What follows belongs to an exercise in optimizing a design on an open flow for small area and a short achievable clock period; a production flow would make more cautious choices.
In this exercise RTL edits were held to simulation tests only and were not proved equivalent to the original.
Power is estimated from default activity; no workload was simulated.

== build 60 ==
// ALU_Top
module ALU_Top #(parameter Data_In_Width = 16)
(
    input   wire            [Data_In_Width-1 : 0]    A ,
    input   wire            [Data_In_Width-1 : 0]    B ,
    input   wire                          [3 : 0]    ALU_FUN,
    input   wire                                     CLK,
    input   wire                                     RST,
    output  wire      [(2*Data_In_Width)-1 : 0]      Arith_OUT,
    output  wire                                     Arith_Flag,
    output  wire            [Data_In_Width-1 : 0]    Logic_OUT,
    output  wire                                     Logic_Flag,
    output  wire                          [1 : 0]    CMP_OUT,
    output  wire                                     CMP_Flag,
    output  wire            [Data_In_Width-1 : 0]    Shift_OUT,
    output  wire                                     Shift_Flag
);
wire    Arith_Enable;
wire    Logic_Enable;
wire    CMP_Enable;
wire    Shift_Enable;
Decoder_2_to_4_Unit ins_Decoder_2_to_4_Unit (
    .alu_fun (ALU_FUN),
    .arith_En (Arith_Enable),
    .logic_En (Logic_Enable),
    .cmp_En (CMP_Enable),
    .shift_En (Shift_Enable)
);
Arithmetic_Unit ins_Arithmetic_Unit (
    .A_in (A),
    .B_in (B),
    .alu_fun (ALU_FUN),
    .CLK_in (CLK),
    .RST_in (RST),
    .arith_En (Arith_Enable),
    .arith_out (Arith_OUT),
    .arith_flag (Arith_Flag)
);
Logic_Unit ins_Logic_unit (
    .A_in (A),
    .B_in (B),
    .alu_fun (ALU_FUN),
    .CLK_in (CLK),
    .RST_in (RST),
    .logic_En (Logic_Enable),
    .logic_out (Logic_OUT),
    .logic_flag (Logic_Flag)
);
CMP_Unit ins_CMP_Unit (
    .A_in (A),
    .B_in (B),
    .alu_fun (ALU_FUN),
    .CLK_in (CLK),
    .RST_in (RST),
    .cmp_En (CMP_Enable),
  ...
Size: roughly 2,700 cells after synthesis, ~110 I/O pins, about 18,000 um^2 of cells after synthesis.
Settings: LEC_CHECK=0, ABC_AREA=1, CAP_MARGIN=20, CORE_MARGIN=2, CORE_UTILIZATION=40, SLEW_MARGIN=20; clock period 85.0 ns.
standard.sh (not shown) runs the stock make flow with config.mk's settings and CLKGATE_MAP_FILE= SYNTH_SCRIPT=/design/flow/synth_recipe.tcl, a recipe that flattens the netlist after the stock synthesis.
==> flow/flow/run.sh <==
#!/bin/bash
# The standard layout, repair_timing aiming for 46 ns of setup slack, with power recovery after global routing: gates on
# paths with positive slack are downsized (an optimisation step only: the
# clock and constraints are unchanged).
set -euo pipefail
bash standard.sh synth > synth.log 2>&1
bash standard.sh SETUP_SLACK_MARGIN=46 RECOVER_POWER=100 finish > layout.log 2>&1
Build 60 finished all stages; however, its layout fails the closing checks, the failures being max-capacitance violations, max-slew violations.
diff inputs: build 60 => build 30
==> flow/run.sh (new file) <==
#!/bin/bash
# synth_recipe.tcl (not shown) runs the flow's synth.tcl, then flattens the netlist and writes it again
# the make line also repeats each setting of config.mk as NAME=value (left out here)
make -C /OpenROAD-flow-scripts/flow DESIGN_CONFIG=/design/flow/config.mk WORK_HOME=/design/flow/orfs CLKGATE_MAP_FILE= SYNTH_SCRIPT=/design/flow/synth_recipe.tcl finish
removed: flow/flow/run.sh
removed: flow/standard.sh
Results
Build 30: all stages complete, timing, DRC and antenna checks passed. Comparing build 60 against build 30, there is no change at all in share of synthesized registers carrying an async set or reset. Diff build 60..build 30 | combined area of the multi-input logic cells | negligible. Diff build 60 -> build 30: amount of wire on met2 after detailed routing saw little to no change, filler-free cell count of the finished design saw a decrease, critical path depth saw a decrease. Changes observed in build 30 relative to build 60: worst setup margin saw an increase, global-route wire length before repair saw little to no change, transition time at the pin with the least slew margin saw a decrease. For build 60, the worst-path cell with the longest stage delay was sky130_fd_sc_hd__clkbuf_1, unlike build 30, where it was sky130_fd_sc_hd__clkdlybuf4s50_1.
#### Input delta (build 37 over build 30)
==> flow/flow/run.sh (new file) <==
#!/bin/bash
# The standard layout, except that the port buffers are buf_1 cells (ORFS
# otherwise picks clkdlybuf4s50_1 delay cells; every port is still buffered),
# and repair_timing aims for 47 ns of setup slack (an optimisation target
# only: the clock and constraints are unchanged).
set -euo pipefail
bash standard.sh synth > synth.log 2>&1
bash standard.sh "BUFFER_PORTS_ARGS=-buffer_cell sky130_fd_sc_hd__buf_1" SETUP_SLACK_MARGIN=47 finish > layout.log 2>&1
==> flow/standard.sh (new file) <==
#!/bin/bash
# synth_recipe.tcl (not shown) runs the flow's synth.tcl, then flattens the netlist and writes it again
# the make line also repeats each setting of config.mk as NAME=value (left out here)
make -C /OpenROAD-flow-scripts/flow DESIGN_CONFIG=/design/flow/config.mk WORK_HOME=/design/flow/orfs CLKGATE_MAP_FILE= SYNTH_SCRIPT=/design/flow/synth_recipe.tcl "${@:-finish}"
removed: flow/run.sh
### Flow results
Build 37 | status: complete | timing, DRC, antenna: pass
Build 37 against build 30: worst-case setup slack after placement saw a decrease, number of cells in the finished layout apart from fillers increased by 72 relative to the old numbers, area of all placed cells without fillers now sits higher, vias after detailed routing increased 3.2%.
Across both runs, instance count on the critical path was higher for build 37 than for build 30.
The setup slack in build 37 sits 2.27 ns above the value recorded for build 30.
On relative contribution of sequential cells to total power, build 30 and build 37 are neck and neck.

separate check: timing with driven ports:
No port has a modelled driver above. Below, the same layouts with a new extraction and two added sets of constraints. Step 1 assumes that a clkbuf_16 drives the clock port and a buf_2 every other input. Step 2 also shifts input and output timing later by t, the mid clock arrival at the registers, as if the neighbouring blocks saw the same clock. a / b / c = no drivers / after step 1 / after step 2; a / b = the first two.
run | t, ns | setup slack, ns | latest minus earliest clock arrival (ns) | worst register clock-pin slew, ns | cell pins on the clock port's net
build 60 | 0.389 | 41.949 / 41.955 / 41.566 | 0.008 / 0.009 | 0.07 / 0.07 | 1
build 30 | 0.387 | 46.719 / 46.743 / 46.356 | 0.007 / 0.007 | 0.06 / 0.06 | 1
build 37 | 0.378 | 48.985 / 48.997 / 48.619 | 0.008 / 0.009 | 0.07 / 0.07 | 1
For build 60, which loses most, drivers alone change the setup slack by +0.006 ns; drivers and shift together by -0.383 ns.
